Background: an optimization exercise with open tools, aiming at a short achievable clock period and few clock cycles per item. Do not read the settings as production practice. In this exercise RTL edits were held to simulation tests only and were not proved equivalent to the original. Power figures rest on the tool's default switching activity, not on a simulated workload.

==> flow/design.v <==
`default_nettype none
module cpu(
	input clk,
	input rst,
	output reg [31:0] address,
	input [31:0] dataIn,
	output reg [31:0] dataOut,
	output reg writeEnable,
	output reg [3:0] writeMask,
	output reg transactionBegin,
	input transactionEnd
);
localparam registerImmediateOpcode = 19;
localparam luiOpcode = 55;
localparam auipcOpcode = 23;
localparam registerRegisterOpcode = 51;
localparam jalOpcode = 111;
localparam jalrOpcode = 103;
localparam branchOpcode = 99;
localparam loadOpcode = 3;
localparam storeOpcode = 35;
localparam addFunc3 = 0;
localparam subFunc3 = 0;
localparam sllFunc3 = 1;
localparam sltFunc3 = 2;
localparam sltuFunc3 = 3;
localparam xorFunc3 = 4;
localparam srlFunc3 = 5;
localparam sraFunc3 = 5;
localparam orFunc3 = 6;
localparam andFunc3 = 7;
localparam lwFunc3 = 2;
localparam lhFunc3 = 1;
localparam lbFunc3 = 0;
localparam lhuFunc3 = 5;
localparam lbuFunc3 = 4;
localparam swFunc3 = 2;
localparam shFunc3 = 1;
localparam sbFunc3 = 0;
localparam addFunc7 = 0;
localparam subFunc7 = 16;
localparam srlFunc7 = 0;
localparam sraFunc7 = 16;
localparam beqFunc3 = 0;
localparam bneFunc3 = 1;
localparam bltFunc3 = 4;
localparam bltuFunc3 = 6;
localparam bgeFunc3 = 5;
localparam bgeuFunc3 = 7;
localparam registerFileAddress = 27'h7000000;
reg [5:0] state;
reg [7:0] counter;
reg [31:0] programCounter;
reg [31:0] instruction;
reg [31:0] register1;
reg [31:0] register2;
reg branchBit;
reg [31:0] aluOut;
reg [5:0] next_state;
reg [7:0] next_counter;
reg [31:0] next_programCounter;
reg [31:0] next_instruction;
reg [31:0] next_register1;
reg [31:0] next_register2;
reg [31:0] next_address;
reg [31:0] next_dataOut;
reg next_writeEnable;
reg [3:0] next_writeMask;
reg next_branchBit;
reg next_transactionBegin;
reg [31:0] next_aluOut;
always @(posedge clk) begin
	if(rst) begin
		state <= 0;
		counter <= 0;
		programCounter <= 0;
		instruction <= 0;
		register1 <= 0;
		register2 <= 0;
		address <= 0;
		dataOut <= 0;
		writeEnable <= 0;
		writeMask <= 0;
		branchBit <= 0;
		transactionBegin <= 0;
		aluOut <= 0;
	end
	else begin
		state <= next_state;
		counter <= next_counter;
		programCounter <= next_programCounter;
		instruction <= next_instruction;
		register1 <= next_register1;
		register2 <= next_register2;
		address <= next_address;
		dataOut <= next_dataOut;
		writeEnable <= next_writeEnable;
		writeMask <= next_writeMask;
		branchBit <= next_branchBit;
		transactionBegin <= next_transactionBegin;
		aluOut <= next_aluOut;
	end
end
wire [6:0] opcode;
wire [2:0] func3;
wire [6:0] func7;
wire [4:0] rs1;
wire [4:0] rs2;
wire [4:0] rd;
wire [31:0] immediate;
wire [4:0] shiftAmount;
wire [31:0] upperImmediate;
wire [31:0] jumpOffset;
wire [31:0] branchOffset;
wire [31:0] loadOffset;
wire [31:0] storeOffset;
assign opcode = instruction[6:0];   
assign func3 = instruction[14:12];   
assign func7 = instruction[31:25];   
assign rs1 = instruction[19:15];
assign rs2 = instruction[24:20];
assign rd = instruction[11:7];
assign immediate = { {20{instruction[31]}}, instruction[31:20] };   
assign shiftAmount = instruction[24:20];   
assign upperImmediate = { instruction[31:12], 12'h000 };   
assign jumpOffset = { {12{instruction[31]}}, instruction[19:12], instruction[20], instruction[30:21], 1'b0 };   
assign branchOffset = { {20{instruction[31]}}, instruction[7], instruction[30:25], instruction[11:8], 1'b0 };   
assign loadOffset = immediate;   
assign storeOffset = { {21{instruction[31]}}, instruction[30:25], instruction[11:8], instruction[7], 1'b0 };   
localparam start = 0;
localparam instructionFetch = 1;
localparam instructionFetchWait = 2;
localparam readR1 = 3;
localparam readR1Wait = 4;
localparam readR1AndR2 = 5;
localparam readR1AndR2R1 = 6;
localparam readR1AndR2R1Wait = 7;
localparam readR1AndR2Rest = 8;
localparam readR1AndR2R2 = 9;
localparam readR1AndR2R2Wait = 10;
localparam writeBack = 11;
localparam writeBackWait = 12;
localparam advanceProgramCounter = 13;
localparam instructionDispatch = 14;
localparam instructionDispatchR1 = 15;
localparam instructionDispatchR1AndR2 = 16;
localparam registerImmediateStart = 17;
localparam loadUpperImmediateStart = 18;
localparam addUpperImmediateToPCStart = 19;
localparam registerRegisterStart = 20;
localparam jumpAndLinkStart = 21;
localparam jumpAndLinkRegisterStart = 22;
localparam jumpAndLink = 23;
localparam branchStart = 24;
localparam branchCalculateTarget = 25;
localparam branchSetProgramCounter = 26;
localparam loadStart = 27;
localparam loadMemoryAccess = 28;
localparam loadMemoryAccessWait = 29;
localparam storeStart = 30;
localparam storeMemoryAccess = 31;
localparam storeMemoryAccessWait = 32;
always @(*) begin
	next_state = state;
	next_counter = counter + 1;
	next_programCounter = programCounter;
	next_instruction = instruction;
	next_register1 = register1;
	next_register2 = register2;
	next_address = address;
	next_dataOut = dataOut;
	next_writeEnable = writeEnable;
	next_writeMask = writeMask;
	next_branchBit = branchBit;
	next_transactionBegin = transactionBegin;
	next_aluOut = aluOut;
	case(state)
		'd0 : begin  
			next_state = instructionFetch;
		end
		'd1 : begin  
			next_address = programCounter;
			next_writeEnable = 0;
			next_transactionBegin = 1;
			next_state = instructionFetchWait;
		end
		'd2 : begin  
			next_instruction = dataIn;
			next_transactionBegin = 0;
			if(transactionEnd == 1) begin
				next_state = instructionDispatch;
			end
		end
		'd3 : begin  
			if(rs1 == 0) begin
				next_register1 = 0;
				next_state = instructionDispatchR1;
			end
			else begin
				next_address = { registerFileAddress, rs1 };
				next_writeEnable = 0;
				next_transactionBegin = 1;
				next_state = readR1Wait;
			end
		end
		'd4 : begin  
			next_register1 = dataIn;
			next_transactionBegin = 0;
			if(transactionEnd == 1) begin
				next_state = instructionDispatchR1;
			end
		end
		'd5 : begin  
			next_state = readR1AndR2R1;
		end
		'd6 : begin  
			if(rs1 == 0) begin
				next_register1 = 0;
				next_state = readR1AndR2R2;
			end
			else begin
				next_address = { registerFileAddress, rs1 };
				next_writeEnable = 0;
				next_transactionBegin = 1;
				next_state = readR1AndR2R1Wait;
			end
		end
		'd7 : begin  
			next_register1 = dataIn;
			next_transactionBegin = 0;
			if(transactionEnd == 1) begin
				next_state = readR1AndR2Rest;
			end
		end
		'd8 : begin  
			next_state = readR1AndR2R2;
		end
		'd9 : begin  
			if(rs2 == 0) begin
				next_register2 = 0;
				next_state = instructionDispatchR1AndR2;
			end
			else begin
				next_address = { registerFileAddress, rs2 };
				next_writeEnable = 0;
				next_transactionBegin = 1;
				next_state = readR1AndR2R2Wait;
			end
		end
		'd10 : begin  
			next_register2 = dataIn;
			next_transactionBegin = 0;
			if(transactionEnd == 1) begin
				next_state = instructionDispatchR1AndR2;
			end
		end
		'd11 : begin  
			next_address = { registerFileAddress, rd };
			next_dataOut = aluOut;
			next_writeEnable = 1;
			next_writeMask = 4'hf;
			next_transactionBegin = 1;
			next_state = writeBackWait;
		end
		'd12 : begin  
			next_transactionBegin = 0;
			if(transactionEnd == 1) begin
				next_state = advanceProgramCounter;
			end
		end
		'd13 : begin  
			next_programCounter = programCounter + 4;
			next_state = start;
		end
		'd14 : begin  
			if(opcode == registerImmediateOpcode) begin
				next_state = readR1;
			end
			else if(opcode == luiOpcode) begin
				next_state = loadUpperImmediateStart;
			end
			else if(opcode == auipcOpcode) begin
				next_state = addUpperImmediateToPCStart;
			end
			else if(opcode == registerRegisterOpcode) begin
				next_state = readR1AndR2;
			end
			else if(opcode == jalOpcode) begin
				next_state = jumpAndLinkStart;
			end
			else if(opcode == jalrOpcode) begin
				next_state = readR1;
			end
			else if(opcode == branchOpcode) begin
				next_state = readR1AndR2;
			end
			else if(opcode == loadOpcode) begin
				next_state = readR1;
			end
			else if(opcode == storeOpcode) begin
				next_state = readR1AndR2;
			end
			else begin
				next_state = start;
			end
		end
		'd15 : begin  
			if(opcode == registerImmediateOpcode) begin
				next_state = registerImmediateStart;
			end
			else if(opcode == jalrOpcode) begin
				next_state = jumpAndLinkRegisterStart;
			end
			else if(opcode == loadOpcode) begin
				next_state = loadStart;
			end
			else begin
				next_state = start;
			end
		end
		'd16 : begin  
			if(opcode == registerRegisterOpcode) begin
				next_state = registerRegisterStart;
			end
			else if(opcode == branchOpcode) begin
				next_state = branchStart;
			end
			else if(opcode == storeOpcode) begin
				next_state = storeStart;
			end
			else begin
				next_state = start;
			end
		end
		'd17 : begin  
			if(func3 == addFunc3 && func7 == addFunc7) begin
				next_aluOut = register1 + immediate;
			end
			else if(func3 == sltFunc3) begin
				next_aluOut = register1 < immediate ? 0 : 1;
			end
			else if(func3 == sltuFunc3) begin
				next_aluOut = register1 - immediate < 128 ? 0 : 1;
			end
			else if(func3 == andFunc3) begin
				next_aluOut = register1 & immediate;
			end
			else if(func3 == orFunc3) begin
				next_aluOut = register1 | immediate;
			end
			else if(func3 == xorFunc3) begin
				next_aluOut = register1 ^ immediate;
			end
			else if(func3 == sllFunc3) begin
				next_aluOut = register1 << shiftAmount;
			end
			else if(func3 == srlFunc3 && func7 == srlFunc7) begin
				next_aluOut = register1 >> shiftAmount;
			end
			else if(func3 == sraFunc3 && func7 == sraFunc7) begin
				next_aluOut = register1 >>> shiftAmount;
			end
			else begin
				next_aluOut = 0;
			end
			next_state = writeBack;
		end
		'd18 : begin  
			next_aluOut = upperImmediate;
			next_state = writeBack;
		end
		'd19 : begin  
			next_aluOut = upperImmediate + programCounter;
			next_state = writeBack;
		end
		'd20 : begin  
			if(func3 == addFunc3 && func7 == addFunc7) begin
				next_aluOut = register1 + register2;
			end
			else if(func3 == sltFunc3) begin
				next_aluOut = register1 < register2 ? 0 : 1;
			end
			else if(func3 == sltuFunc3) begin
				next_aluOut = register1 - register2 < 128 ? 0 : 1;
			end
			else if(func3 == andFunc3) begin
				next_aluOut = register1 & register2;
			end
			else if(func3 == orFunc3) begin
				next_aluOut = register1 | register2;
			end
			else if(func3 == xorFunc3) begin
				next_aluOut = register1 ^ register2;
			end
			else if(func3 == subFunc3 && func7 == subFunc7) begin
				next_aluOut = register1 - register2;
			end
			else if(func3 == sllFunc3) begin
				next_aluOut = register1 << register2[4:0];
			end
			else if(func3 == srlFunc3 && func7 == srlFunc7) begin
				next_aluOut = register1 >> register2[4:0];
			end
			else if(func3 == sraFunc3 && func7 == sraFunc7) begin
				next_aluOut = register1 >>> register2[4:0];
			end
			else begin
				next_aluOut = 0;
			end
			next_state = writeBack;
		end
		'd21 : begin  
			next_aluOut = programCounter + jumpOffset;
			next_state = jumpAndLink;
		end
		'd22 : begin  
			next_aluOut = register1 + jumpOffset;
			next_state = jumpAndLink;
		end
		'd23 : begin  
			next_programCounter = aluOut;
			next_aluOut = programCounter;
			next_state = writeBack;
		end
		'd24 : begin  
			next_aluOut = register1 - register2;
			next_state = branchCalculateTarget;
		end
		'd25 : begin  
			if(func3 == beqFunc3) begin
				next_branchBit = (aluOut == 0);
			end
			else if(func3 == bneFunc3) begin
				next_branchBit = (aluOut != 0);
			end
			else if(func3 == bltFunc3) begin
				next_branchBit = aluOut[31];
			end
			else if(func3 == bltuFunc3) begin
				next_branchBit = aluOut[31];  
			end
			else if(func3 == bgeFunc3) begin
				next_branchBit = aluOut[31] && (aluOut != 0);
			end
			else if(func3 == bgeuFunc3) begin
				next_branchBit = aluOut[31] && (aluOut != 0);   
			end
			else begin
				next_branchBit = 0;
			end
			next_aluOut = programCounter + branchOffset;
			next_state = branchSetProgramCounter;
		end
		'd26 : begin  
			next_programCounter = branchBit ? programCounter + 4 : aluOut;
			next_state = start;
		end
		'd27 : begin  
			next_aluOut = register1 + loadOffset;
			next_state = loadMemoryAccess;
		end
		'd28 : begin  
			next_address = aluOut;
			next_writeEnable = 0;
			next_transactionBegin = 1;
			next_state = loadMemoryAccessWait;
		end
		'd29 : begin  
			if(func3 == lbFunc3) begin
				next_aluOut = { 24'h000000, dataIn[7:0] };
			end
			else if(func3 == lhFunc3) begin
				next_aluOut = { 16'h0000, dataIn[15:0] };
			end
			else if(func3 == lbuFunc3) begin
				next_aluOut = { {24{dataIn[7]}}, dataIn[7:0] };
			end
			else if(func3 == lhuFunc3) begin
				next_aluOut = { {16{dataIn[15]}}, dataIn[15:0] };
			end
			else if(func3 == lwFunc3) begin
				next_aluOut = dataIn;
			end
			else begin
				next_aluOut = dataIn;
			end
			next_transactionBegin = 0;
			if(transactionEnd == 1) begin
				next_state = writeBack;
			end
		end
		'd30 : begin  
			next_aluOut = register1 + storeOffset;
			next_state = storeMemoryAccess;
		end
		'd31 : begin  
			next_address = aluOut;
			next_dataOut = register2;
			next_writeEnable = 1;
			if(func3 == sbFunc3) begin
				next_writeMask = 1;
			end
			else if(func3 == shFunc3) begin
				next_writeMask = 3;
			end
			else if(func3 == swFunc3) begin
				next_writeMask = 15;
			end
			else begin
				next_writeMask = 0;
			end
			next_transactionBegin = 1;
			next_state = storeMemoryAccessWait;
		end
		'd32 : begin  
			next_transactionBegin = 0;
			if(transactionEnd == 1) begin
				next_state = advanceProgramCounter;
			end
		end
	endcase
end
endmodule
==> flow/run.sh <==
#!/bin/bash
# synth_recipe.tcl (not shown) runs the flow's synth.tcl, then flattens the netlist and writes it again
# the make line also repeats each setting of config.mk as NAME=value (left out here)
make -C /OpenROAD-flow-scripts/flow DESIGN_CONFIG=/design/flow/config.mk WORK_HOME=/design/flow/orfs CLKGATE_MAP_FILE= SYNTH_SCRIPT=/design/flow/synth_recipe.tcl finish
==> flow/config.mk <==
export PLATFORM = sky130hd
export DESIGN_NAME = cpu
export DESIGN_NICKNAME = cpu
export VERILOG_FILES = /design/flow/design.v
export SDC_FILE = /design/flow/constraint.sdc
export NUM_CORES = 4
export LEC_CHECK = 0
export CAP_MARGIN = 20
export CORE_MARGIN = 2
export CORE_UTILIZATION = 40
export PLACE_DENSITY = 0.6
export SLEW_MARGIN = 20
==> flow/constraint.sdc <==
create_clock -name core_clock -period 8.0 [get_ports {clk}]
set_input_delay 1.6000 -clock core_clock [delete_from_list [all_inputs] [get_ports {clk}]]
set_output_delay 1.6000 -clock core_clock [all_outputs]
set_load 0.01 [all_outputs]
==> run_results.csv <==
group,metric,value,unit
power,leakagePower,12.8,nW
synth,yosysTopAreaCell,"dfxtp_1",
final_layout,areaGrowthSynthToFinish,9.37,%
clocking,tritoncts,"done",
synth,synth_edf_count,0,
global_routing,grt_max_degree,98,
critical_path,crit_required,8.50,ns
critical_path,crit_slowest_cell,"a2111oi_1",
floorplan,dieArea,83500,um2
clocking,cts_root_buffer,"clkbuf_16",
min_path,holdPathStages,2,
sta,finalCriticalPeriod,6.41,ns
global_routing,overflow,0,
critical_path,reg2reg_slack,1.59,ns
min_path,hold_end,"instruction[1]$_SDFFE_PP0P_",
critical_path,reg2reg_depth,18,
clocking,worstSkewPairLatency,0.63,ns
detailed_routing,drtIter0Drc,6356,
min_path,hold_class,"reg2reg",
global_routing,antenna_found_initial,16,
detailed_routing,ant_nets,0,
placement,place.gp.congestion,1.16,
synth,syn_area_per_cell,7.19,um2
synth,synthCells,4520,
global_routing,grt_usage,0.427,
clocking,clk_path_buf_depth,3,
floorplan,rows,104,
clocking,cts.repair.resized,0,
global_routing,grt_pass1_wl,261,mm
critical_path,worstPathMaxFanout,24,
placement,dpl_cell_area,34600,um2
clocking,cts.sinks,236,
floorplan,die_h,289,um
critical_path,cp_cell_sequence,"clkinv_1 -> nor2_1 -> nand2_1 -> mux2_2 -> ha_1 -> inv_1 -> fa_1 -> nand2b_1 -> a21o_1 -> a31o_2 -> a2111oi_1 -> o21a_1 -> o21a_1 -> nor2_1 -> o311a_1 -> nor4_1 -> a2111oi_0 -> a311oi_1",
final_layout,layout-drive-gt1-share,0.0906,
critical_path,crit_arrival,6.90,ns
synth,synthDistinctLibCells,93,
sta,hold_viol_final,0,
detailed_routing,drc_errors,0,
detailed_routing,drt-total-wl,185,mm
synth,ys_ff_latch,236,
critical_path,end_kind,"flop",
sta,tns,0,ns
critical_path,r2r_end,"aluOut[25]$_SDFFE_PP0P_",
synth,yosysSeqAreaShare,0.145,
final_layout,fin_nets,4720,
global_routing,grt_pass1_vias,35400,
final_layout,fillers,8436,
floorplan,core-area,80400,um2
detailed_routing,avgRoutedWirePerCell,33.7,um
final_layout,fin_area,35500,um2
clocking,clk_pin_slew,0.07,ns
floorplan,fp.dieW,289,um
sta,final-max-slew-violation-count,0,
critical_path,r2r-start,"state[3]$_SDFFE_PP0P_",
critical_path,crit_type,"reg2reg",
critical_path,cp-start-kind,"flop",
detailed_routing,num_vias,39500,
outcome,outcome,"no timing/DRC/antenna violations",
sta,tightest_slew,1.33,ns
power,ir_worst_vdd,0.185,mV
sta,rsz0062_at_grt,"no",
synth,yosysWarnings,1,
placement,io_buffers,104,
final_layout,final_common_cell,"nor2_1",
floorplan,ioPinCount,105,
power,power_density,268,nW/um2
sta,fin_skew,0.0543,ns
sta,max_slew_margin,0.106,
clocking,h-tree-depth,1,
floorplan,start_util,0.404,
sta,fin_crit_sh,0.801,
min_path,min_from,"instruction[1]$_SDFFE_PP0P_",
synth,synth-main-ff-cell,"dfxtp_1",
detailed_routing,vias_per_cell,7.17,
final_layout,final_cell_mix,"541 x nor2_1, 473 x nand2_1, 419 x a21oi_1, 343 x o21ai_0, 263 x ha_1",
synth,syn_nets,4824,
synth,synth_top_area_frac,0.145,
detailed_routing,dr.pass1.iters,9,
synth,ys_async_sr_fraction,0,
synth,synth.cell_area,32500,um2
placement,place_hpwl,136,mm
clocking,ctsHoldBuffers,0,
sta,fmax,0.156,GHz
sta,setup_viol,0,
job,max_cap_violations,0,
synth,synthTopCellsByArea,"dfxtp_1 15%, ha_1 10%, mux4_2 8.4%, a21oi_1 6.5%, nor2_1 6.3%",
clocking,cts_buffers,29,
clocking,cts_setup_buffers,0,
critical_path,slowest_delay,0.95,ns
## flip-flops by register name, summed over array words and instances, names as in the netlist
register and cells:
writeEnable 1, writeMask 3, branchBit 1, register1 32, dataOut 32, programCounter 32, instruction 32, register2 32
state 6, aluOut 32, transactionBegin 1, address 32
## synth_stat cells (all sizes together), types with 41 or more instances
cell    count
nor2      549
a21oi     423
mux2i      83
nor3       99
xnor2     105
o22ai      51
dfxtp     236
nor4       49
mux4      121
a21o       60
a221oi     79
a31oi      50
a22oi     127
ha        263
nand3      84
inv       165
nand2     473
a311oi     41
o211ai     46
xor2       42
a211oi     94
o21ai     350
buf        61
clkbuf    317
## worst max path at each step
stage	startpoint	endpoint	slack, ns
after floorplan	instruction[31]$_SDFFE_PP0P_	aluOut[28]$_SDFFE_PP0P_	2.89
after global placement	state[3]$_SDFFE_PP0P_	aluOut[31]$_SDFFE_PP0P_	2.06
after detailed placement	state[3]$_SDFFE_PP0P_	aluOut[31]$_SDFFE_PP0P_	1.91
after CTS	state[3]$_SDFFE_PP0P_	aluOut[31]$_SDFFE_PP0P_	1.86
after global routing	state[3]$_SDFFE_PP0P_	aluOut[31]$_SDFFE_PP0P_	1.38
final	state[3]$_SDFFE_PP0P_	aluOut[25]$_SDFFE_PP0P_	1.59
## stage by stage
| step | power, mW | setup WS, ns | hold slack, ns | instances | util |
|---|---|---|---|---|---|
| 5_1_grt | 9.76 | 1.38 | 0.496 | 5498 | 0.441 |
| 4_1_cts | 9.14 | 1.86 | 0.458 | 5498 | 0.441 |
| 3_3_place_gp | 7.81 | 2.06 | 0.446 | 5445 | 0.430 |
| 6_report | 9.52 | 1.59 | 0.456 | 5506 | 0.442 |
| 3_5_place_dp | 7.78 | 1.91 | 0.449 | 5445 | 0.430 |
| 2_1_floorplan | 5.32 | 2.89 | 0.436 | 4520 | - |
## power by group
part / switching [mW] / internal [mW]
clock: 0.592 / 0.751
combinational: 4.60 / 2.06
sequential: 0.193 / 1.34
total: 5.38 / 4.14
## layer usage
layer  up-vias  wire length, um  share of wire  track usage
li1      16700                -              -            -
met1     18800            70100           0.38        0.550
met2      3165            74200           0.40        0.609
met3       786            24900           0.13        0.126
met4        16            16200          0.087        0.296
met5         -               96        0.00052            0
## final cells by class
class | count | area (um2) | area share
multi-input cells | 3738 | 25800 | 0.725
flip-flops and latches | 236 | 4750 | 0.134
diodes | 8 | 20.0 | 0.000564
clock inverters | 11 | 113 | 0.00317
inverters | 168 | 631 | 0.0178
clock buffers | 42 | 825 | 0.0232
well taps | 1060 | 1330 | 0.0373
repair buffers | 243 | 2090 | 0.0588
## worst max-delay path: cells and delay by family, from the launching register on
family | cells | cell delay [ns]
compound gates | 8 | 2.48
simple gates | 5 | 1.35
flops | 1 | 0.92
buf+inv | 2 | 0.58
fa+ha+maj | 2 | 0.58
mux | 1 | 0.37
## cell families (layout without fill, tap and decap cells)
kind of cell / count (synthesis) / after routing / synth area share
fa+ha+maj: 269 / 269 / 0.105
other cells: 0 / 8 / 0
simple gates: 1480 / 1480 / 0.203
xor+xnor: 147 / 147 / 0.0396
compound gates: 1620 / 1620 / 0.327
buf+inv: 546 / 464 / 0.0646
mux: 222 / 222 / 0.116
flops: 236 / 236 / 0.145
Testbench counts, summed over its fixed seeds: cycles 524,533, transactions 96,000.

==> static timing again, ports no longer ideal <==
The flow's constraints put no driver on any port. The routed layout listed below was extracted and timed again, unchanged, in two steps. Step 1: set_driving_cell puts a clkbuf_16 on clk and a buf_2 on each other input, an assumption about the parent block. Step 2 also shifts input and output timing later by t, the mid clock arrival at the registers, as if the neighbouring blocks saw the same clock. Slacks: ideal ports / drivers / drivers and shift; pairs: ideal ports / drivers.
t, ns: 0.670
setup slack, ns: 1.594 / 1.594 / 1.594
hold slack, ns: 0.456 / 0.456 / 0.456
worst slew at a driven data input, ns: 0.05
After both steps setup and hold are still met in this run. The setup slack of this run moves by 0.000 ns with the drivers and by 0.000 ns with both steps.
